Background: an optimization exercise with open tools, aiming at small area and a short achievable clock period. Do not read the settings as production practice.
In this exercise RTL edits were held to simulation tests only and were not proved equivalent to the original.
Power and IR drop assume default switching activity.

File: flow/design.v
module hammingDistance (
    input  [31:0] vector,
    input  [31:0] addressN,    
    input         empty,
    input         valid,
    input         wnr,
    output        hit,         
    output        validHit,    
    output        writeHit     
);
wire [31:0] x = vector ~^ addressN;
wire [1:0] pn [0:15];
wire [3:0] q  [0:7];
wire [4:0] on [0:3];
wire [4:0] h  [0:1];
genvar g;
generate
    for (g = 0; g < 16; g = g + 1) begin : pairs
        assign pn[g][0] = ~(x[2*g] | x[2*g+1]);
        assign pn[g][1] = ~(x[2*g] & x[2*g+1]);
    end
    for (g = 0; g < 8; g = g + 1) begin : quads
        wire [1:0] a = pn[2*g];
        wire [1:0] b = pn[2*g+1];
        assign q[g][0] = ~(a[0] & b[0]);
        assign q[g][1] = ~((a[0] | b[0]) & a[1] & b[1]);
        assign q[g][2] = ~((a[1] | b[0]) & (a[0] | b[1]));
        assign q[g][3] = ~(a[1] | b[1]);
    end
    for (g = 0; g < 4; g = g + 1) begin : octets
        wire [3:0] a = q[2*g];
        wire [3:0] b = q[2*g+1];
        assign on[g][0] = ~(a[0] | b[0]);
        assign on[g][1] = ~(a[1] | b[1] | (a[0] & b[0]));
        assign on[g][2] = ~(a[2] | b[2] | (a[1] & b[0]) | (a[0] & b[1]));
        assign on[g][3] = ~(a[3] | b[3] | (a[2] & b[0]) | (a[1] & b[1]) | (a[0] & b[2]));
        assign on[g][4] = ~((a[3] & b[0]) | (a[2] & b[1]) | (a[1] & b[2]) | (a[0] & b[3]));
    end
    for (g = 0; g < 2; g = g + 1) begin : sixteens
        wire [4:0] a = on[2*g];
        wire [4:0] b = on[2*g+1];
        assign h[g][0] = ~(a[0] & b[0]);
        assign h[g][1] = ~(a[1] & b[1] & (a[0] | b[0]));
        assign h[g][2] = ~(a[2] & b[2] & (a[1] | b[0]) & (a[0] | b[1]));
        assign h[g][3] = ~(a[3] & b[3] & (a[2] | b[0]) & (a[1] | b[1]) & (a[0] | b[2]));
        assign h[g][4] = ~(a[4] & b[4] & (a[3] | b[0]) & (a[2] | b[1]) & (a[1] | b[2]) & (a[0] | b[3]));
    end
endgenerate
wire far = h[0][4] | h[1][4] | (h[0][3] & h[1][0]) | (h[0][2] & h[1][1]) |
           (h[0][1] & h[1][2]) | (h[0][0] & h[1][3]);
assign hit      = ~(empty | far);
assign validHit = ~(empty | far | ~valid);
assign writeHit = ~(empty | far | ~wnr);
endmodule
module memCell (
    input              clk,
    input              write,
    input      [31:0]  newAn,
    input      [159:0] newU,
    output reg [31:0]  softAddrN,   
    output     [159:0] cnt,
    output     [31:0]  nonNeg,      
    output             allStrong    
);
reg  [4:0]  u [0:31];
wire [31:0] isStrong;
genvar b;
generate
    for (b = 0; b < 32; b = b + 1) begin : bits
        always @(posedge clk) begin
            if (write) begin
                softAddrN[b] <= newAn[b];
                u[b]         <= newU[5*b +: 5];
            end
        end
        assign cnt[5*b +: 5] = u[b];
        assign isStrong[b] = u[b][4] | u[b][3];
        assign nonNeg[b]   = softAddrN[b] ^ (u[b][4] | u[b][3] | u[b][2]);
    end
endgenerate
assign allStrong = &isStrong;
endmodule
module counterUpdate (
    input        addr,
    input        an,
    input  [4:0] u,
    output       newAn,
    output [4:0] newU
);
wire [5:0] o;
  wire _00_;
  wire _01_;
  wire _02_;
  wire _03_;
  wire _04_;
  wire _05_;
  wire _06_;
  wire _07_;
  wire _08_;
  wire _09_;
  wire _10_;
  wire _11_;
  wire _12_;
  wire _13_;
  wire _14_;
  wire _15_;
  wire _16_;
  wire _17_;
  wire _18_;
  wire _19_;
  wire _20_;
  wire _21_;
  wire _22_;
  wire _23_;
  wire _24_;
  wire _25_;
  wire _26_;
  wire _27_;
  wire _28_;
  wire _29_;
  assign _00_ = (~(u[4])&~(u[3]));
  assign _01_ = (~(an)&~(addr));
  assign _02_ = (~(an)) | (~(addr));
  assign _03_ = (~(_02_));
  assign _04_ = (~(_01_)&~(_03_));
  assign _05_ = (~(u[4])) | (~(u[2])) | (~(u[3]));
  assign _06_ = (~(_04_)) | (~(u[1])) | (~(_05_));
  assign _07_ = (~(_05_)) | (~(u[1]));
  assign _08_ = (~(_01_)&~(_03_)) | (~(_07_));
  assign _09_ = (~(_06_)) | (~(_08_));
  assign _10_ = (~(_00_)) | (~(u[1])) | (~(u[2])) | (~(an));
  assign _11_ = (~(u[1])&~(u[2]));
  assign _12_ = (~(_00_)) | (~(_11_));
  assign _13_ = ((u[0])) | (~(_10_)) | (~(_12_));
  assign _14_ = (~(_09_)) | (~(_13_));
  assign _15_ = (~(_14_));
  assign _16_ = (~(_15_)) | (~(u[2])) | (~(_08_));
  assign _17_ = (~(u[4]));
  assign _18_ = (~(u[1])&~(u[2])&~(_04_));
  assign _19_ = (~(u[0])&~(_12_));
  assign _20_ = (~(an));
  assign _21_ = (~(_19_)) | (~(_20_));
  assign _22_ = (~(addr)&~(_12_)) | (~(u[0]));
  assign _23_ = (~(_18_)) | (~(_21_)) | (~(_22_));
  assign _24_ = (~(_16_)&~(u[3])) | (~(_23_)&~(u[3]));
  assign o[4] = (~(_17_)&~(_24_)) | (~(_00_)&~(_16_));
  assign _25_ = (~(_16_)) | (~(_23_));
  assign o[3] = ((u[3])&~(_25_)) | (~(u[3])&(_25_));
  assign _26_ = ((_08_)&(u[2])) | ((_18_));
  assign _27_ = (~(_20_)&~(_26_)) | (~(_20_)&~(_14_)) | (~(_19_)&~(_26_)) | (~(_19_)&~(_14_));
  assign o[2] = (~(_14_)&~(_26_)) | (~(_27_));
  assign _28_ = (~(u[0])&~(_09_)) | (~(_05_)&~(_09_)) | (~(_10_)&~(_09_));
  assign o[1] = (~(_28_)&~(_15_));
  assign _29_ = (~(u[4])&~(u[2])&~(_02_));
  assign o[0] = (~(_13_)&~(_29_)) | ((_28_));
  assign o[5] = (~(_20_)&~(_19_)) | (~(addr)&~(_12_));
  assign out = o;
assign {newAn, newU} = o;
endmodule
`timescale 1ns / 1ps
module trainedSDM (
    input         clk,
    input         rstb,
    input  [31:0] address,
    input         valid,
    input         wnr,
    output        readValid,
    output        readSuccess,
    output [31:0] data
);
wire [7:0]   hit;
wire [7:0]   validHit;
wire [7:0]   allStrong;
reg  [7:0]   empty;
wire [31:0]  softAddrN [0:7];
wire [159:0] cnt       [0:7];
wire [255:0] nonNeg;
wire [7:0]   selHit;
wire [7:0]   write;
wire [7:0]   load;
wire [7:0]   kill;
decide dec (
    .hit(hit),
    .validHit(validHit),
    .empty(empty),
    .allStrong(allStrong),
    .nonNeg(nonNeg),
    .valid(valid),
    .wnr(wnr),
    .write(write),
    .load(load),
    .kill(kill),
    .readSuccess(readSuccess),
    .data(data)
);
wire [31:0]  newAn;
wire [159:0] newU;
selectUpdate su (
    .selHit(selHit),
    .address(address),
    .softAddrN({softAddrN[7], softAddrN[6], softAddrN[5], softAddrN[4],
                softAddrN[3], softAddrN[2], softAddrN[1], softAddrN[0]}),
    .cnt({cnt[7], cnt[6], cnt[5], cnt[4], cnt[3], cnt[2], cnt[1], cnt[0]}),
    .newAn(newAn),
    .newU(newU)
);
genvar i;
generate
    for (i = 0; i < 8; i = i + 1) begin : loc
        hammingDistance hd (
            .vector(address),
            .addressN(softAddrN[i]),
            .empty(empty[i]),
            .valid(valid),
            .wnr(wnr),
            .hit(hit[i]),
            .validHit(validHit[i]),
            .writeHit(selHit[i])
        );
        memCell mc (
            .clk(clk),
            .write(write[i]),
            .newAn(newAn),
            .newU(newU),
            .softAddrN(softAddrN[i]),
            .cnt(cnt[i]),
            .nonNeg(nonNeg[32*i +: 32]),
            .allStrong(allStrong[i])
        );
        always @(posedge clk or negedge rstb) begin
            if (~rstb)
                empty[i] <= 1'b1;
            else if (load[i])
                empty[i] <= 1'b0;
            else if (kill[i])
                empty[i] <= 1'b1;
        end
    end
endgenerate
assign readValid = valid;
endmodule
module decide (
    input  [7:0]   hit,         
    input  [7:0]   validHit,    
    input  [7:0]   empty,
    input  [7:0]   allStrong,
    input  [255:0] nonNeg,      
    input          valid,
    input          wnr,
    output [7:0]   write,       
    output [7:0]   load,        
    output [7:0]   kill,        
    output         readSuccess,
    output [31:0]  data
);
wire [7:0] otherHit;
wire [7:0] topEmpty;    
wire [3:0] any2  = hit[7:4] | hit[3:0];
wire [3:0] mult2 = hit[7:4] & hit[3:0];
wire [1:0] any4  = any2[3:2] | any2[1:0];
wire [1:0] mult4 = mult2[3:2] | mult2[1:0] | (any2[3:2] & any2[1:0]);
wire anyHit  = any4[1] | any4[0];
wire multHit = mult4[1] | mult4[0] | (any4[1] & any4[0]);
genvar i;
generate
    for (i = 0; i < 8; i = i + 1) begin : loc
        assign otherHit[i] = |(hit & ~(8'd1 << i));
        if (i == 7) begin : top
            assign topEmpty[i] = empty[i];
        end
        else begin : lower
            assign topEmpty[i] = empty[i] & ~|empty[7:i+1];
        end
        assign load[i]  = valid & ~anyHit & topEmpty[i];
        assign write[i] = valid & ~otherHit[i] & (hit[i] ? wnr : topEmpty[i]);
        assign kill[i]  = valid & wnr & hit[i] & otherHit[i] & ~allStrong[i];
    end
endgenerate
assign readSuccess = valid & |(allStrong & ~empty) & anyHit & ~multHit;
genvar b;
generate
    for (b = 0; b < 32; b = b + 1) begin : dbits
        assign data[b] = |{validHit[7] & nonNeg[224+b], validHit[6] & nonNeg[192+b],
                           validHit[5] & nonNeg[160+b], validHit[4] & nonNeg[128+b],
                           validHit[3] & nonNeg[96+b],  validHit[2] & nonNeg[64+b],
                           validHit[1] & nonNeg[32+b],  validHit[0] & nonNeg[b]};
    end
endgenerate
endmodule
module selectUpdate (
    input  [7:0]    selHit,
    input  [31:0]   address,
    input  [255:0]  softAddrN,    
    input  [1279:0] cnt,          
    output [31:0]   newAn,
    output [159:0]  newU
);
reg [31:0]  selAn;
reg [159:0] selU;
integer j;
always @* begin
    selAn = 32'd0;
    selU  = 160'd0;
    for (j = 0; j < 8; j = j + 1) begin
        selAn = selAn | (softAddrN[32*j +: 32] & {32{selHit[j]}});
        selU  = selU  | (cnt[160*j +: 160] & {160{selHit[j]}});
    end
end
genvar i;
generate
    for (i = 0; i < 32; i = i + 1) begin : upd
        counterUpdate cu (
            .addr(address[i]),
            .an(selAn[i]),
            .u(selU[5*i +: 5]),
            .newAn(newAn[i]),
            .newU(newU[5*i +: 5])
        );
    end
endgenerate
endmodule
File: flow/flow/abc_update.script
strash
dch
map -D 1300 -a
upsize -D 1300
dnsize -D 1300
File: flow/flow/abc_decide.script
strash
dch
map -D 600
upsize -D 600
dnsize -D 600
File: flow/config.mk
export PLATFORM = sky130hd
export DESIGN_NAME = trainedSDM
export DESIGN_NICKNAME = trainedSDM
export VERILOG_FILES = /design/flow/design.v
export SDC_FILE = /design/flow/constraint.sdc
export NUM_CORES = 8
export LEC_CHECK = 0
export CAP_MARGIN = 20
export CORE_MARGIN = 2
export CORE_UTILIZATION = 55
export CTS_CLUSTER_DIAMETER = 100
export CTS_CLUSTER_SIZE = 20
export SETUP_SLACK_MARGIN = 5
export SLEW_MARGIN = 20
export TNS_END_PERCENT = 0
File: flow/flow/run.sh
#!/bin/bash
# Own layout flow: the standard ORFS flow (standard.sh), run with a patched
# copy of ORFS's scripts folder:
#  - ABC maps the modules hammingDistance, decide and selectUpdate (the paths
#    from the address to the outputs and to the counters) on their own with
#    delay-driven scripts, and the rest with ORFS's speed script less its
#    final buffering and sizing,
#  - the resizer may resize to any footprint,
#  - the port buffers are buf_4 cells (every port is still buffered).
# Each tool's output is in the ORFS logs (orfs/logs/...); this script's own
# steps log to patch.log and flow.log.
set -euo pipefail
W=$PWD
rm -rf "$W/scripts"
cp -r "$FLOW_HOME/scripts" "$W/scripts"
python3 flow/patch.py "$W/scripts" > "$W/patch.log" 2>&1
cp flow/abc_speed.script "$W/scripts/abc_speed.script"
cp flow/abc_hamming.script flow/abc_decide.script flow/abc_update.script "$W/scripts/"
export SCRIPTS_DIR="$W/scripts"
export FAST_MODULES="hammingDistance=$W/scripts/abc_hamming.script decide=$W/scripts/abc_decide.script selectUpdate=$W/scripts/abc_update.script"
export BUFFER_PORTS_ARGS="-buffer_cell sky130_fd_sc_hd__buf_4"
bash standard.sh > "$W/flow.log" 2>&1
File: flow/flow/abc_hamming.script
strash
dch
map -D 1600
upsize -D 1600
dnsize -D 1600
File: flow/flow/abc_speed.script
&get -n
&st
&dch
&nf
&st
&syn2
&if -g -K 6
&synch2
&nf
&st
&syn2
&if -g -K 6
&synch2
&nf
&st
&syn2
&if -g -K 6
&synch2
&nf
&st
&syn2
&if -g -K 6
&synch2
&nf
&st
&syn2
&if -g -K 6
&synch2
&nf
&put
topo
File: flow/constraint.sdc
create_clock -name core_clock -period 13.0 [get_ports {clk}]
set_input_delay 2.6000 -clock core_clock [delete_from_list [all_inputs] [get_ports {clk}]]
set_output_delay 2.6000 -clock core_clock [all_outputs]
set_load 0.01 [all_outputs]
File: flow/flow/patch.py
"""Patch a copy of ORFS's scripts folder (argument) for this flow:
1. synth.tcl: modules named in FAST_MODULES (module=abc-script pairs) keep
   their hierarchy until the end of synthesis and are mapped by ABC on their
   own with their own script; the rest of the design is mapped as before.
   synth_recipe.tcl still flattens everything at the end.
2. util.tcl: repair_design/repair_timing may resize to any cell, not only to
   cells of the same footprint.
"""
import sys, pathlib
d = pathlib.Path(sys.argv[1])

def patch(name, old, new, count=1):
    p = d / name
    t = p.read_text()
    assert t.count(old) == count, (name, old)
    p.write_text(t.replace(old, new))

patch('synth.tcl', 'hierarchy -check -top $::env(DESIGN_NAME)\n',
      '''hierarchy -check -top $::env(DESIGN_NAME)
# modules mapped on their own, each with its own ABC script: FAST_MODULES
# holds module=script pairs
set fast_modules {}
foreach pair [env_var_or_empty FAST_MODULES] {
  lassign [split $pair =] m s
  lappend fast_modules $m $s
  setattr -mod -set keep_hierarchy 1 $m
}
''')
patch('synth.tcl', '  log_cmd abc {*}$abc_args\n',
      '''  if { [llength $fast_modules] } {
    foreach {m s} $fast_modules {
      log_cmd abc -script $s {*}$lib_args {*}$lib_dont_use_args -constr $::env(OBJECTS_DIR)/abc.constr $m
    }
    log_cmd abc {*}$abc_args $::env(DESIGN_NAME)
  } else {
    log_cmd abc {*}$abc_args
  }
''')
patch('util.tcl', '  append_env_var additional_args MATCH_CELL_FOOTPRINT -match_cell_footprint 0\n',
      '  # no footprint matching\n', count=3)
print('patched', d)
File: flow/standard.sh
#!/bin/bash
# synth_recipe.tcl (not shown) runs the flow's synth.tcl, then flattens the netlist and writes it again
# the make line also repeats each setting of config.mk as NAME=value (left out here)
make -C /OpenROAD-flow-scripts/flow DESIGN_CONFIG=/design/flow/config.mk WORK_HOME=/design/flow/orfs CLKGATE_MAP_FILE= SYNTH_SCRIPT=/design/flow/synth_recipe.tcl "${@:-finish}"
==> flow_summary.yaml, run 1 <==
clock_tree:
  cts_htree_levels: 3
  cts_buffer_depth: 3
  cts_tree: "yes"
  clock_tree.root_cell: "clkbuf_16"
  cts_sinks: 1544
  cts_made_buffers: 89
  path_clk_slew_ns: 0.08
  clk_latency_ns: 0.76
status:
  outcome: "timing/DRC/antenna clean"
cells_and_area:
  finish.utilization_pct: 63.5
  final_area_um2: 89700
  fin_nets: 7469
  final_layout_size_suffix_gt1_share_pct: 15.9
  area_growth_pct: 14.9
floorplanning:
  io_pins: 70
  die_area_um2: 145000
  die_w_um: 381
  fp-row-count: 138
  fp.dieH_um: 381
  start_util_pct: 55.3
  core-area_um2: 141000
synth:
  synth_top_area_share_pct: 59.1
  synth_nets: 7151
  yosysMostFrequentCell: "edfxtp_1"
  synth-seq-cells: 1544
  avgSynthCellArea_um2: 11.0
  synth_area_leaders: "edfxtp_1, a22oi_1, nand2_1, nor2_1, xnor2_1"
  synth_cell_types: 57
  synth_area_um2: 78000
  synth_cells: 7083
  synth-main-ff-cell: "edfxtp_1"
  yosys.area.top_type: "edfxtp_1"
  synth_edf_count: 1536
  synth_common_cells: "edfxtp_1, nand2_1, a22oi_1, nor2_1, clkinv_1"
  yosysWarnings: 6
  seq_area_frac_synth_pct: 59.4
  async_flop_share_pct: 0.518
place:
  port_buffers: 69
  hpwl_mm: 191
  dpl-instance-area_um2: 81400
  gp_congestion: 1.06
  place_ws_ns: 3.09
power:
  p_leak_nw: 29.3
  finalPower_mw: 8.86
  power.density_nw_per_um2: 98.8
  ir_worst_vdd_mv: 0.154
sta:
  timing.fmax_mhz: 117
  finalHoldViolations: 0
  rsz0062_at_grt: "yes"
  slew_viol_final: 0
  max_slew_margin_pct: 21.0
  tns_ns: 0
  finClkSkew_ns: 0.0494
  worst_pin_slew_ns: 1.19
  period_minus_slack_ns: 8.54
  timing.final.ws_setup_ns: 4.46
  min_period_over_period_pct: 65.7
  setup_violations: 0
critical_path:
  rrSetupSlack_ns: 6.07
  worstReg2RegStart: "loc[6].mc.softAddrN[11]$_DFFE_PP_"
  worstPathRequired_ns: 10.40
  end_kind: "output port"
  rr_worst_depth: 26
  worstPathArrival_ns: 5.94
  critPathLaunchType: "primary input"
  cp-endpoint: "data[2]"
  regToRegEndpoint: "loc[6].mc.u[2][3]$_DFFE_PP_"
  critPathMaxFanout: 11
  crit_path_start: "address[12]"
  crit_type: "primary input to output port"
min_path:
  hold_path_depth: 2
  holdCritPathClass: "register to register"
routing:
  drt_iter0_drc: 8348
  drt-total-wl_mm: 287
  drt_pass1_iterations: 9
  ant_nets: 0
  viasPerCell: 6.70
  routedWlPerCell_um: 30.8
  drc: 0
  vias: 62400
global_route:
  gr-total-overflow: 0
  grt_pass1_vias: 58900
  antenna_found_initial: 9
  grt_usage_pct: 38.6
  grt_pass1_wl_mm: 406
  grt_max_degree: 132
flow_run:
  maxCapViolations: 0
## area by class of cell
| type | count | area, µm² |
|---|---|---|
| diodes | 3 | 7.51 |
| fillers | 11100 | 51600 |
| flip-flops and latches | 1544 | 46300 |
| inverters | 588 | 2220 |
| clock inverters | 10 | 146 |
| repair buffers | 292 | 3390 |
| multi-input cells | 4886 | 32900 |
| well taps | 1890 | 2360 |
| clock buffers | 103 | 2300 |
## flip-flops by register name, indices dropped and copies added, names as in the netlist
register and count:
empty 8, loc.mc.softAddrN 256, loc.mc.u 1280
## stage by stage
step / hold WS (ns) / std cells
after CTS: 0.544 / 9280
after global routing: 0.595 / 9313
after detailed placement: 0.533 / 9043
final: 0.555 / 9316
after global placement: 0.529 / 9043
after floorplan: 0.488 / 7083
## per-layer routing
layer	part of all wire (%)	vias to the layer above	wire length [µm]	GRT usage [%]
met5	0.019	-	55	0
met4	6.2	8	17900	19.9
met3	11	694	31600	6.23
met2	45	3936	128000	59.6
met1	38	30600	110000	53.2
li1	-	27100	-	-
## layout by cell type, fill, tap and decap left out, drive strengths merged, types with 16 or more instances in the layout
cell     count
and2        17
or2        104
inv        153
a2111oi     16
o2111ai     17
buf        278
xnor2      280
xor2       200
clkbuf     117
o21ai      200
nand3      181
a21oi       80
nor3b       16
nand4      218
clkinv     443
a221oi      41
ha          32
nor2       769
a22oi      725
edfxtp    1536
a21o        20
nand2     1007
nor4        58
nor3       400
a211oi      25
o22ai      257
a22o       142
## per-module statistics from Yosys, one instance, submodules excluded
module	cell area [µm²]	flip-flops and latches	cells inside
trainedSDM	51100	1544	2289
selectUpdate	15000	0	2737
hammingDistance	1280	0	226
decide	1640	0	249
## timing repair
action | CTS | global route
gates cloned | 11 | 5
setup endpoints to repair | 794 | 973
resized for setup | 631 | 110
setup buffers | 113 | 28
hold buffers | 0 | 0
pin swaps | 117 | 57
## critical path, stage by stage
cell and delay (ns):
buf_12 0.18, xor2_2 0.31, or2_2 0.19, nand2_1 0.06
o21ai_1 0.17, nor2_1 0.13, a2111oi_4 0.28, o22ai_1 0.14
o41ai_2 0.28, nand3_2 0.27, nor3b_4 0.40, clkbuf_16 0.28
buf_4 0.14, a22oi_1 0.05, nand4_1 0.24, buf_4 0.18
## worst min-delay path by stage
stage | start | to | slack (ns)
after floorplan | empty[0]$_DFFE_PN1P_ | empty[0]$_DFFE_PN1P_ | 0.49
after global placement | empty[0]$_DFFE_PN1P_ | empty[0]$_DFFE_PN1P_ | 0.53
after detailed placement | empty[0]$_DFFE_PN1P_ | empty[0]$_DFFE_PN1P_ | 0.53
after CTS | empty[0]$_DFFE_PN1P_ | empty[0]$_DFFE_PN1P_ | 0.54
after global routing | empty[1]$_DFFE_PN1P_ | empty[1]$_DFFE_PN1P_ | 0.60
final | empty[2]$_DFFE_PN1P_ | empty[2]$_DFFE_PN1P_ | 0.56
## cell families (layout without fill, tap and decap cells)
| family | after synthesis | in the layout | synth area share [%] |
|---|---|---|---|
| AND/OR/NAND/NOR | 2783 | 2783 | 16.1 |
| AO/OA/AOI/OAI | 1591 | 1591 | 15.1 |
| flip-flops | 1544 | 1544 | 59.4 |
| buffers and inverters | 653 | 993 | 3.45 |
| XOR/XNOR | 480 | 480 | 5.46 |
| adder cells (fa/ha/maj) | 32 | 32 | 0.513 |
| other | 0 | 3 | 0 |
## power breakdown
part	switching [mW]	internal, mW	total, mW
logic	0.374	0.180	0.554
registers	0	5.42	5.42
clock network	1.61	1.27	2.88
total	1.99	6.87	8.86
==> run 2, diff against run 1 <==
==> flow/flow/run.sh (replaced) <==
#!/bin/bash
# Own layout flow: the standard ORFS flow (standard.sh), run with a patched
# copy of ORFS's scripts folder:
#  - ABC maps the modules hammingDistance, decide and selectUpdate (the paths
#    from the address to the outputs and to the counters) on their own with
#    delay-driven scripts, and counterUpdate and the rest of the design
#    (off the critical paths) with an area-driven script,
#  - the resizer may resize to any footprint,
#  - the port buffers are buf_4 cells (every port is still buffered).
# Each tool's output is in the ORFS logs (orfs/logs/...); this script's own
# steps log to patch.log and flow.log.
set -euo pipefail
W=$PWD
rm -rf "$W/scripts"
cp -r "$FLOW_HOME/scripts" "$W/scripts"
python3 flow/patch.py "$W/scripts" > "$W/patch.log" 2>&1
cp flow/abc_area_map.script "$W/scripts/abc_speed.script"
cp flow/abc_hamming.script flow/abc_decide.script flow/abc_update.script flow/abc_area_map.script "$W/scripts/"
export SCRIPTS_DIR="$W/scripts"
export FAST_MODULES="hammingDistance=$W/scripts/abc_hamming.script decide=$W/scripts/abc_decide.script selectUpdate=$W/scripts/abc_update.script counterUpdate=$W/scripts/abc_area_map.script"
export BUFFER_PORTS_ARGS="-buffer_cell sky130_fd_sc_hd__buf_4"
bash standard.sh > "$W/flow.log" 2>&1
==> flow/flow/abc_area_map.script (new file) <==
strash
dch
map -a
topo
removed: flow/flow/abc_speed.script
==> flow_summary.yaml, run 2 <==
routing:
  viasPerCell: 6.95
  vias: 60400
  drt-total-wl_mm: 278
  drt_pass1_iterations: 7
  drt_iter0_drc: 8351
  routedWlPerCell_um: 32.0
  drc: 0
  ant_nets: 0
synth:
  yosysWarnings: 6
  synth_nets: 6558
  synth_area_um2: 76000
  synth_cells: 6490
  synth_edf_count: 1536
  synth_area_leaders: "edfxtp_1, a22oi_1, xnor2_1, nand2_1, nor2_1"
  avgSynthCellArea_um2: 11.7
  async_flop_share_pct: 0.518
  synth_cell_types: 51
  synth-main-ff-cell: "edfxtp_1"
  seq_area_frac_synth_pct: 60.9
  synth_top_area_share_pct: 60.7
  yosysMostFrequentCell: "edfxtp_1"
  synth-seq-cells: 1544
  yosys.area.top_type: "edfxtp_1"
  synth_common_cells: "edfxtp_1, a22oi_1, nand2_1"
cells_and_area:
  layout_commonest_cell: "edfxtp_1"
  largest-register: "loc.mc.u"
  fin_nets: 6946
  final_layout_size_suffix_gt1_share_pct: 16.3
  largest_reg_flops: 1280
  reg_top3: "loc.mc.u x1280, loc.mc.softAddrN x256, empty x8"
  final_cell_mix: "edfxtp_1, a22oi_1, nand2_1, nor2_1"
  layout.cells.non_filler: 8687
  area_growth_pct: 16.5
power:
  p_leak_nw: 27.3
  power.density_nw_per_um2: 99.8
  ir_worst_vdd_mv: 0.143
  p_sw_share_pct: 22.3
  p_switching_mw: 1.97
  p_comb_share_pct: 6.7
  p_seq_share_pct: 61.4
  internal_power_mw: 6.86
  clock_power_share_pct: 32.0
place:
  place_ws_ns: 2.94
  gp_congestion: 1.05
  placed_cells: 8387
  hpwl_mm: 184
  port_buffers: 69
sta:
  rsz0062_at_grt: "yes"
  period_minus_slack_ns: 8.48
  timing.fmax_mhz: 118
  finClkSkew_ns: 0.0408
  finalHoldViolations: 0
  max_slew_margin_pct: 7.30
  hold_slack_ns: 0.564
  min_period_over_period_pct: 65.3
  slew_viol_final: 0
  tns_ns: 0
  timing.final.ws_setup_ns: 4.52
  setup_violations: 0
  worst_pin_slew_ns: 1.39
clock_tree:
  cts_htree_levels: 3
  cts_made_buffers: 89
  clk_latency_ns: 0.76
  cts_tree: "yes"
  cts_buffer_depth: 3
  cts_hold_buf: 0
  clock_tree.root_cell: "clkbuf_16"
  path_clk_slew_ns: 0.08
  cts_sinks: 1544
floorplanning:
  fp.dieH_um: 376
  core-area_um2: 137000
  die_w_um: 376
  start_util_pct: 55.4
  die_area_um2: 141000
  io_pins: 70
  fp-row-count: 136
min_path:
  holdCritPathClass: "register to register"
critical_path:
  worstPathArrival_ns: 5.88
  crit_top_cell: "buf_4"
  crit_type: "primary input to output port"
  max_stage_delay_ns: 0.61
  critPathBufInv: 4
  crit_family: "compound AO/OA/AOI/OAI gates"
  end_kind: "output port"
  crit_slowest_cell: "nor2_1"
  critPathMaxFanout: 11
  worstPathRequired_ns: 10.40
  crit_chain: "buf_12 > xor2_4 > nor2_1 > o22ai_1 > nor2_1 > a2111oi_4 > o221ai_2 > o22ai_2 > nand4_1 > buf_4 > nor2_4 > buf_4 > a22oi_1 > o2111ai_2 > a211oi_4 > buf_4"
  critPathLaunchType: "primary input"
global_route:
  antenna_found_initial: 5
  grt_usage_pct: 38.6
  grt_max_degree: 141
  grt_pass1_vias: 57000
  grt_pass1_wl_mm: 394
  gr-total-overflow: 0
status:
  outcome: "timing/DRC/antenna clean"
flow_run:
  maxCapViolations: 0
## run 2: changes by cell type after synthesis, moves of 98 or more
cell      previous run  this run
nor2_1             725       587
clkinv_1           459       337
a22oi_1            725       974
a22o_1             134        16
nand4_1            218       316
nand2_1            997       713
## run 2: worst reg2reg max path: cells and delay by family (launching register included)
| kind | cells | cell delay [ns] |
|---|---|---|
| buffers and inverters | 9 | 2.28 |
| DFF | 1 | 0.62 |
| adders and majority gates | 1 | 0.32 |
| xor gates and xnor gates | 1 | 0.30 |
| and+or+nand+nor | 11 | 1.42 |
| AOI/OAI and AO/OA | 5 | 1.64 |
## run 2: routing by layer
metal  up-vias  track usage (%)  routed length (µm)
li1      26000                -                   -
met5         -                0                  23
met4         4             19.0               16400
met3       639             7.47               30600
met2      3924             59.5              125000
met1     29900             52.8              106000
## run 2: per-stage QoR
step,area [µm²],util [%],power [mW]
6_report,88500,64.5,8.83
5_1_grt,88500,64.5,9.05
4_1_cts,87600,63.8,8.82
3_5_place_dp,79500,57.9,5.97
3_3_place_gp,79500,57.9,5.97
2_1_floorplan,76200,-,5.81
## run 2: repair_timing
action                                   CTS  global route
buffers inserted                         147            29
gates cloned                              13             4
resized for setup                        664           128
pin swaps                                135            69
endpoints found under the hold margin      0             0
endpoints found under the setup margin  1313          1227
## run 2: path summary, 6_finish.rpt
kind / cells after the start / from / slack [ns] / end
setup / recovery: 16 / address[18] / 4.52 / readSuccess
hold / removal: 2 / empty[5]$_DFFE_PN1P_ / 0.56 / empty[5]$_DFFE_PN1P_
setup reg to reg: 27 / loc[2].mc.softAddrN[24]$_DFFE_PP_ / 6.08 / loc[1].mc.u[24][4]$_DFFE_PP_
hold reg to reg: 2 / empty[5]$_DFFE_PN1P_ / 0.56 / empty[5]$_DFFE_PN1P_
max in group asynchronous: 1 / rstb / 11.11 / empty[2]$_DFFE_PN1P_
min in group asynchronous: 1 / rstb / 1.87 / empty[5]$_DFFE_PN1P_
## run 2: final cells by class
type	instances	area (µm²)
Sequential cell	1544	46300
Antenna cell	7	17.5
Inverter	409	1550
Clock inverter	10	156
Clock buffer	89	2230
Fill cell	10300	48800
Multi-Input combinational cell	4504	32100
Tap cell	1794	2240
Timing Repair Buffer	330	3920
## run 2: cell families (layout without fill, tap and decap cells)
| group | Yosys count | after routing | synth area share [%] |
|---|---|---|---|
| and+or+nand+nor | 2281 | 2281 | 13.9 |
| DFF | 1544 | 1544 | 60.9 |
| buffers and inverters | 442 | 838 | 2.35 |
| adders and majority gates | 32 | 32 | 0.527 |
| xor gates and xnor gates | 480 | 480 | 5.61 |
| other | 0 | 7 | 0 |
| AOI/OAI and AO/OA | 1711 | 1711 | 16.6 |
## run 2: per-module statistics from Yosys, one instance, submodules excluded
module	area, µm²	flops+latches	times used	cells
decide	1640	0	1	249
trainedSDM	51000	1544	1	2257
selectUpdate	6970	0	1	960
hammingDistance	1280	0	8	226
counterUpdate	191	0	32	38
## run 2: power groups by stage
stage / Clock [mW] / Sequential, mW / Combinational, mW
after floorplan: 0 / 5.53 / 0.274
after global placement: 0 / 5.54 / 0.432
after detailed placement: 0 / 5.54 / 0.434
after CTS: 2.85 / 5.42 / 0.548
after global routing: 3.00 / 5.42 / 0.622
final: 2.82 / 5.42 / 0.588
==> run 3, diff against run 2 <==
--- a/flow/design.v
+++ b/flow/design.v
@@ -3,9 +3,5 @@
     input  [31:0] addressN,    
     input         empty,
-    input         valid,
-    input         wnr,
-    output        hit,         
-    output        validHit,    
-    output        writeHit     
+    output        hit
 );
 wire [31:0] x = vector ~^ addressN;
@@ -47,9 +43,6 @@
     end
 endgenerate
-wire far = h[0][4] | h[1][4] | (h[0][3] & h[1][0]) | (h[0][2] & h[1][1]) |
-           (h[0][1] & h[1][2]) | (h[0][0] & h[1][3]);
-assign hit      = ~(empty | far);
-assign validHit = ~(empty | far | ~valid);
-assign writeHit = ~(empty | far | ~wnr);
+assign hit = ~(empty | h[0][4] | h[1][4] | (h[0][3] & h[1][0]) | (h[0][2] & h[1][1]) |
+                (h[0][1] & h[1][2]) | (h[0][0] & h[1][3]));
 endmodule
 module memCell (
@@ -170,5 +163,4 @@
 );
 wire [7:0]   hit;
-wire [7:0]   validHit;
 wire [7:0]   allStrong;
 reg  [7:0]   empty;
@@ -182,5 +174,4 @@
 decide dec (
     .hit(hit),
-    .validHit(validHit),
     .empty(empty),
     .allStrong(allStrong),
@@ -188,4 +179,5 @@
     .valid(valid),
     .wnr(wnr),
+    .selHit(selHit),
     .write(write),
     .load(load),
@@ -212,9 +204,5 @@
             .addressN(softAddrN[i]),
             .empty(empty[i]),
-            .valid(valid),
-            .wnr(wnr),
-            .hit(hit[i]),
-            .validHit(validHit[i]),
-            .writeHit(selHit[i])
+            .hit(hit[i])
         );
         memCell mc (
@@ -242,5 +230,4 @@
 module decide (
     input  [7:0]   hit,         
-    input  [7:0]   validHit,    
     input  [7:0]   empty,
     input  [7:0]   allStrong,
@@ -248,4 +235,5 @@
     input          valid,
     input          wnr,
+    output [7:0]   selHit,      
     output [7:0]   write,       
     output [7:0]   load,        
@@ -277,12 +265,13 @@
     end
 endgenerate
+assign selHit = hit & {8{wnr}};
 assign readSuccess = valid & |(allStrong & ~empty) & anyHit & ~multHit;
 genvar b;
 generate
     for (b = 0; b < 32; b = b + 1) begin : dbits
-        assign data[b] = |{validHit[7] & nonNeg[224+b], validHit[6] & nonNeg[192+b],
-                           validHit[5] & nonNeg[160+b], validHit[4] & nonNeg[128+b],
-                           validHit[3] & nonNeg[96+b],  validHit[2] & nonNeg[64+b],
-                           validHit[1] & nonNeg[32+b],  validHit[0] & nonNeg[b]};
+        assign data[b] = valid & |{hit[7] & nonNeg[224+b], hit[6] & nonNeg[192+b],
+                                   hit[5] & nonNeg[160+b], hit[4] & nonNeg[128+b],
+                                   hit[3] & nonNeg[96+b],  hit[2] & nonNeg[64+b],
+                                   hit[1] & nonNeg[32+b],  hit[0] & nonNeg[b]};
     end
 endgenerate
==> flow/flow/abc_hamming.script (replaced) <==
strash
dch
map -D 1450
upsize -D 1450
dnsize -D 1450
==> flow_summary.yaml, run 3 <==
place:
  placed_cells: 8300
  gp_congestion: 1.03
  hpwl_mm: 177
  port_buffers: 69
min_path:
  hold_path_depth: 2
  min_from: "empty[0]$_DFFE_PN1P_"
  holdCritPathClass: "register to register"
  whs_endpoint: "empty[0]$_DFFE_PN1P_"
sta:
  rsz0062_at_grt: "yes"
  finalHoldViolations: 0
  min_period_over_period_pct: 66.6
  timing.fmax_mhz: 115
  period_minus_slack_ns: 8.66
  slew_viol_final: 0
  worst_pin_slew_ns: 1.13
  tns_ns: 0
  setup_violations: 0
  max_slew_margin_pct: 24.8
  finClkSkew_ns: 0.0295
synth:
  yosysWarnings: 6
  yosysMostFrequentCell: "edfxtp_1"
  synth_area_leaders: "edfxtp_1, a22oi_1, xnor2_1, nand2_1, nor2_1"
  synth_area_um2: 75900
  synth_nets: 6485
  synth-main-ff-cell: "edfxtp_1"
  synth_cells: 6417
  synth_common_cells: "edfxtp_1, a22oi_1, nand2_1"
  synth-seq-cells: 1544
  async_flop_share_pct: 0.518
  synth_cell_types: 56
  seq_area_frac_synth_pct: 61.0
  synth_edf_count: 1536
  yosys.area.top_type: "edfxtp_1"
  synth_top_area_share_pct: 60.8
  avgSynthCellArea_um2: 11.8
power:
  p_seq_share_pct: 61.8
  p_leak_nw: 25.1
  clock_power_share_pct: 32.9
  p_switching_mw: 1.94
  power.density_nw_per_um2: 104
  p_sw_share_pct: 22.1
  ir_worst_vdd_mv: 0.126
  p_comb_share_pct: 5.3
  internal_power_mw: 6.84
cells_and_area:
  reg_top3: "loc.mc.u x1280, loc.mc.softAddrN x256, empty x8"
  layout.cells.non_filler: 8447
  fin_nets: 6703
  final_cell_mix: "edfxtp_1, a22oi_1, nand2_1, nor2_1, xnor2_1"
  area_growth_pct: 11.2
  largest-register: "loc.mc.u"
  final_layout_size_suffix_gt1_share_pct: 10.8
  largest_reg_flops: 1280
  layout_commonest_cell: "edfxtp_1"
critical_path:
  worstPathArrival_ns: 6.06
  critPathLaunchType: "primary input"
  worstPathRequired_ns: 10.40
  crit_type: "primary input to output port"
  worstReg2RegStart: "loc[2].mc.softAddrN[9]$_DFFE_PP_"
  rrSetupSlack_ns: 6.07
  rr_worst_depth: 26
  regToRegEndpoint: "loc[2].mc.u[30][2]$_DFFE_PP_"
  end_kind: "output port"
  critPathMaxFanout: 17
clock_tree:
  cts_tree: "yes"
  path_clk_slew_ns: 0.09
  cts_sinks: 1544
  cts_made_buffers: 89
  clock_tree.root_cell: "clkbuf_16"
  cts_htree_levels: 3
  clk_latency_ns: 0.74
  cts_buffer_depth: 3
routing:
  routedWlPerCell_um: 31.7
  ant_nets: 0
  drt_pass1_iterations: 8
  viasPerCell: 7.02
  drt_iter0_drc: 8450
  drt-total-wl_mm: 268
  vias: 59300
  drc: 0
floorplanning:
  start_util_pct: 55.3
  fp.dieH_um: 376
  core-area_um2: 137000
  die_w_um: 376
  io_pins: 70
  fp-row-count: 136
  die_area_um2: 141000
flow_run:
  maxCapViolations: 0
global_route:
  grt_usage_pct: 37.3
  grt_pass1_wl_mm: 382
  grt_max_degree: 121
  gr-total-overflow: 0
  antenna_found_initial: 8
  grt_pass1_vias: 56200
status:
  outcome: "timing/DRC/antenna clean"
==> run 3: changes by cell type after synthesis, moves of 33 or more <==
cell,before,now
clkinv_1,337,271
inv_1,16,56
nand2_1,713,669
nand4_1,316,283
or2_1,8,48
or2_2,64,8
==> run 3: per-stage QoR <==
step | worst slack, ns | utilization (%) | instance area (µm²) | hold WS [ns] | power, mW
global route | 4.24 | 61.5 | 84400 | 0.603 | 8.99
CTS | 4.52 | 61.4 | 84200 | 0.555 | 8.80
global placement | 2.98 | 57.7 | 79200 | 0.537 | 5.95
finish | 4.34 | 61.5 | 84400 | 0.555 | 8.77
detailed placement | 2.92 | 57.7 | 79200 | 0.540 | 5.95
floorplan | 0.732 | - | 76000 | 0.489 | 5.81
==> run 3: worst max-delay path by stage <==
stage	start	end	slack (ns)	depth (start not counted)
after floorplan	address[18]	loc[7].mc.softAddrN[0]$_DFFE_PP_	0.73	17
after global placement	address[3]	loc[4].mc.u[9][4]$_DFFE_PP_	2.98	26
after detailed placement	address[3]	loc[3].mc.u[16][2]$_DFFE_PP_	2.92	25
after CTS	address[14]	readSuccess	4.52	19
after global routing	address[25]	readSuccess	4.24	18
final	address[3]	readSuccess	4.34	17
==> run 3: critical path, cell delays in order <==
cell and delay (ns):
buf_8 0.22, xor2_4 0.28, nand2_1 0.12, a21oi_1 0.16, o21ai_1 0.19, nand2_1 0.21
o21ai_0 0.26, a2111oi_2 0.47, nand4_1 0.20, nor2_4 0.14, buf_12 0.24, inv_2 0.12
nand4_1 0.13, nor2_1 0.08, nand3b_1 0.19, nor3_4 0.26, buf_4 0.18
==> run 3: modules after synthesis (local to each module, per instance) <==
| module | times used | cells |
|---|---|---|
| hammingDistance | 8 | 214 |
| counterUpdate | 32 | 38 |
| selectUpdate | 1 | 960 |
| trainedSDM | 1 | 2257 |
| decide | 1 | 272 |
==> run 3: what timing repair did <==
| action | CTS | global route |
|---|---|---|
| gates cloned | 4 | 0 |
| resized for setup | 306 | 16 |
| pin swaps | 21 | 3 |
| hold buffers | 0 | 0 |
| endpoints found under the setup margin | 1796 | 1476 |
| buffers inserted | 33 | 0 |
==> run 3: cells by family after synthesis <==
logic type               count (synthesis)  synth area share [%]
adder cells (fa/ha/maj)                 32                 0.527
XOR/XNOR                               488                  5.79
buffers and inverters                  425                  2.27
AO/OA/AOI/OAI                         1793                  17.3
flip-flops                            1544                  61.0
AND/OR/NAND/NOR                       2135                  13.1
==> run 3: power by group through the flow <==
stage | Sequential (mW) | Clock, mW | Combinational (mW)
global route | 5.42 | 3.07 | 0.501
global placement | 5.54 | 0 | 0.413
finish | 5.42 | 2.88 | 0.467
CTS | 5.42 | 2.92 | 0.454
floorplan | 5.53 | 0 | 0.272
detailed placement | 5.54 | 0 | 0.419
==> run 3: area by class of cell <==
cell class,instances,area [µm²]
inverter,392,1520
tap,1794,2240
sequential,1544,46300
antenna,2,5.00
fill,10700,52800
timing repair buffer,160,1750
multi-input combinational,4448,30100
clock buffer,98,2320
clock inverter,9,131
==> run 3: metal layers <==
| layer | vias to the layer above | wire, µm | global-route usage (%) |
|---|---|---|---|
| li1 | 25500 | - | - |
| met1 | 29300 | 103000 | 50.4 |
| met2 | 3799 | 121000 | 57.9 |
| met3 | 747 | 29000 | 7.46 |
| met4 | 10 | 15500 | 18.5 |
| met5 | - | 63 | 0 |
==> run 4, diff against run 3 <==
==> flow/flow/abc_hamming.script (replaced) <==
strash
dch
map -D 1100
upsize -D 1100
dnsize -D 1100
==> flow_summary.yaml, run 4 <==
routing:
  ant_nets: 0
  drt_iter0_drc: 10100
  vias: 67900
  drt-total-wl_mm: 306
  drc: 0
  drt_pass1_iterations: 9
  viasPerCell: 7.00
  routedWlPerCell_um: 31.6
power:
  p_leak_nw: 28.9
  ir_worst_vdd_mv: 0.164
  power.density_nw_per_um2: 99.8
critical_path:
  worstPathRequired_ns: 10.40
  critPathLaunchType: "primary input"
  max_stage_delay_ns: 0.47
  end_kind: "output port"
  critPathMaxFanout: 8
  worstPathArrival_ns: 5.60
  crit_slowest_cell: "a221oi_4"
  crit_type: "primary input to output port"
  crit_chain: "clkbuf_16 > nand2_1 > nand2_2 > nor2_4 > nand2_2 > a221oi_4 > nand4_1 > nor2_1 > nand4_1 > nor2_4 > buf_12 > buf_4 > buf_12 > a22oi_1 > a41oi_2 > buf_4"
floorplanning:
  fp.dieH_um: 385
  io_pins: 70
  die_w_um: 385
  start_util_pct: 55.4
  die_area_um2: 148000
  fp-row-count: 139
  core-area_um2: 144000
cells_and_area:
  largest_reg_flops: 1280
  fin_nets: 7843
  final_cell_mix: "edfxtp_1, nand2_1, a22oi_1, nor2_1, nand4_1"
  largest-register: "loc.mc.u"
  final_area_um2: 88600
  reg_top3: "loc.mc.u x1280, loc.mc.softAddrN x256, empty x8"
  final_layout_size_suffix_gt1_share_pct: 11.3
  layout_commonest_cell: "edfxtp_1"
  area_growth_pct: 11.1
synth:
  synth-seq-cells: 1544
  synth_top_area_share_pct: 57.8
  avgSynthCellArea_um2: 10.6
  synth_area_um2: 79800
  synth_cell_types: 49
  yosysWarnings: 6
  synth_cells: 7489
  synth_area_leaders: "edfxtp_1, a22oi_1, nand2_1, nand4_1, xnor2_1"
  async_flop_share_pct: 0.518
  yosys.area.top_type: "edfxtp_1"
  synth_edf_count: 1536
  synth_common_cells: "edfxtp_1, nand2_1, a22oi_1"
  yosysMostFrequentCell: "edfxtp_1"
  seq_area_frac_synth_pct: 58.1
  synth_nets: 7557
  synth-main-ff-cell: "edfxtp_1"
flow_run:
  maxCapViolations: 0
sta:
  timing.fmax_mhz: 122
  setup_violations: 0
  rsz0062_at_grt: "yes"
  max_slew_margin_pct: 7.93
  finClkSkew_ns: 0.0450
  min_period_over_period_pct: 63.1
  slew_viol_final: 0
  finalHoldViolations: 0
  period_minus_slack_ns: 8.20
  tns_ns: 0
  worst_pin_slew_ns: 1.38
  timing.final.ws_setup_ns: 4.80
place:
  gp_congestion: 1.06
  dpl-instance-area_um2: 83200
  hpwl_mm: 207
  place_ws_ns: 3.30
  port_buffers: 69
global_route:
  gr-total-overflow: 0
  grt_pass1_vias: 62400
  grt_pass1_wl_mm: 433
  antenna_found_initial: 15
  grt_usage_pct: 40.5
  grt_max_degree: 119
status:
  outcome: "timing/DRC/antenna clean"
clock_tree:
  clock_tree.root_cell: "clkbuf_16"
  cts_htree_levels: 3
  cts_tree: "yes"
  cts_sinks: 1544
  clk_latency_ns: 0.76
  cts_buffer_depth: 3
  path_clk_slew_ns: 0.09
  cts_made_buffers: 90
min_path:
  holdCritPathClass: "register to register"
-- run 4: cell types whose count changed after synthesis, moves of 32 or more --
cell / before / now
inv_1: 56 / 16
or2_1: 48 / 8
nand3b_1: 33 / 65
nand2_1: 669 / 1485
nand4_1: 283 / 483
nand3_2: 1 / 33
xor2_1: 168 / 0
nand3_1: 83 / 203
or2_2: 8 / 104
nor2_1: 577 / 537
clkinv_1: 271 / 431
-- run 4: report_power, final --
group	switching [mW]	internal [mW]	leakage (nW)
clock	1.61	1.29	1.22
combinational	0.360	0.155	14.1
sequential	0	5.42	13.6
total	1.97	6.86	28.9
-- run 4: final cells by class --
cell class / count / area (µm²)
antenna: 6 / 15.0
clock buffer: 99 / 2310
clock inverter: 11 / 215
fill: 11300 / 55300
inverter: 536 / 2110
multi-input combinational: 5378 / 32400
sequential: 1544 / 46300
tap: 1903 / 2380
timing repair buffer: 225 / 2820
-- run 4: critical path: cells and delay by family --
kind | cells | cell delay [ns]
buffers and inverters | 5 | 0.84
AOI/OAI and AO/OA | 3 | 0.86
and+or+nand+nor | 8 | 1.27
-- run 4: worst paths after layout --
check                                          endpoint  depth (start not counted)  slack (ns)                               from
max                                            data[22]                         16        4.80                        address[23]
min                                empty[0]$_DFFE_PN1P_                          2        0.53               empty[0]$_DFFE_PN1P_
max reg2reg                loc[4].mc.u[21][4]$_DFFE_PP_                         27        6.23  loc[4].mc.softAddrN[23]$_DFFE_PP_
min reg2reg                        empty[0]$_DFFE_PN1P_                          2        0.53               empty[0]$_DFFE_PN1P_
max in group asynchronous          empty[0]$_DFFE_PN1P_                          1       11.11                               rstb
min in group asynchronous          empty[6]$_DFFE_PN1P_                          1        1.87                               rstb
-- run 4: cells by family (layout without fill, tap and decap cells) --
kind of cell             count (synthesis)  after routing  share of synthesized area, %
AND/OR/NAND/NOR                       3383           3385                          20.2
flip-flops                            1544           1544                          58.1
AO/OA/AOI/OAI                         1673           1673                          15.2
other                                    0              6                             0
adder cells (fa/ha/maj)                 32             32                         0.502
buffers and inverters                  569            871                          2.84
XOR/XNOR                               288            288                          3.16
-- run 4: routing by layer --
layer  vias to the layer above  GRT usage [%]  share of wire (%)
li1                      29300              -                  -
met4                        12           23.2                7.1
met5                         -              0              0.026
met2                      5313           59.8                 43
met1                     32300           54.9                 37
met3                       963           9.78                 13
-- run 4: through the flow --
step	hold WS, ns	power, mW	instances	util [%]
2_1_floorplan	0.488	5.83	7489	-
3_3_place_gp	0.506	5.98	9477	57.8
3_5_place_dp	0.518	5.98	9477	57.8
4_1_cts	0.531	8.82	9681	61.3
5_1_grt	0.570	9.04	9697	61.6
6_report	0.530	8.83	9702	61.6
-- run 4: Yosys stat by module, one instance, submodules excluded --
module           copies in the design  cell area [µm²]  flip-flops and latches  cells
trainedSDM                          1            51000                    1544   2257
selectUpdate                        1             6970                       0    960
decide                              1             1820                       0    272
hammingDistance                     8             1730                       0    348
counterUpdate                      32              191                       0     38
-- run 4: repair_timing --
item,CTS,global route
setup endpoints to repair,1588,819
setup buffers,81,13
hold buffers,0,0
pin swaps,97,42
resized for setup,300,57
gates cloned,13,2

-- what the ideal ports hide --
The flow's constraints put no driver on any port. The routed layouts listed below were extracted and timed again, unchanged, in two steps.
Step 1 assumes that a clkbuf_16 drives the clock port and a buf_2 every other input.
Step 2 times the ports against the registers' clock, not the clock port: input delays grow and output delays shrink by t, the midpoint of the rising clock arrivals with the driver on.
Slacks: ideal ports / drivers / drivers and shift; pairs: ideal ports / drivers.
run	shift t [ns]	setup WS [ns]	worst setup path after step 2	clock arrival spread, ns
run 1	0.816	4.459 / 4.303 / 3.842	input to register	0.050 / 0.049
run 2	0.831	4.516 / 4.383 / 3.800	input to register	0.042 / 0.042
run 3	0.811	4.337 / 4.250 / 3.744	input to register	0.029 / 0.030
run 4	0.822	4.800 / 4.554 / 3.972	input to register	0.045 / 0.045
After both steps every run listed still meets setup and hold. The setup slack of run 4, which loses most, moves by -0.246 ns with the drivers and by -0.828 ns with both steps.
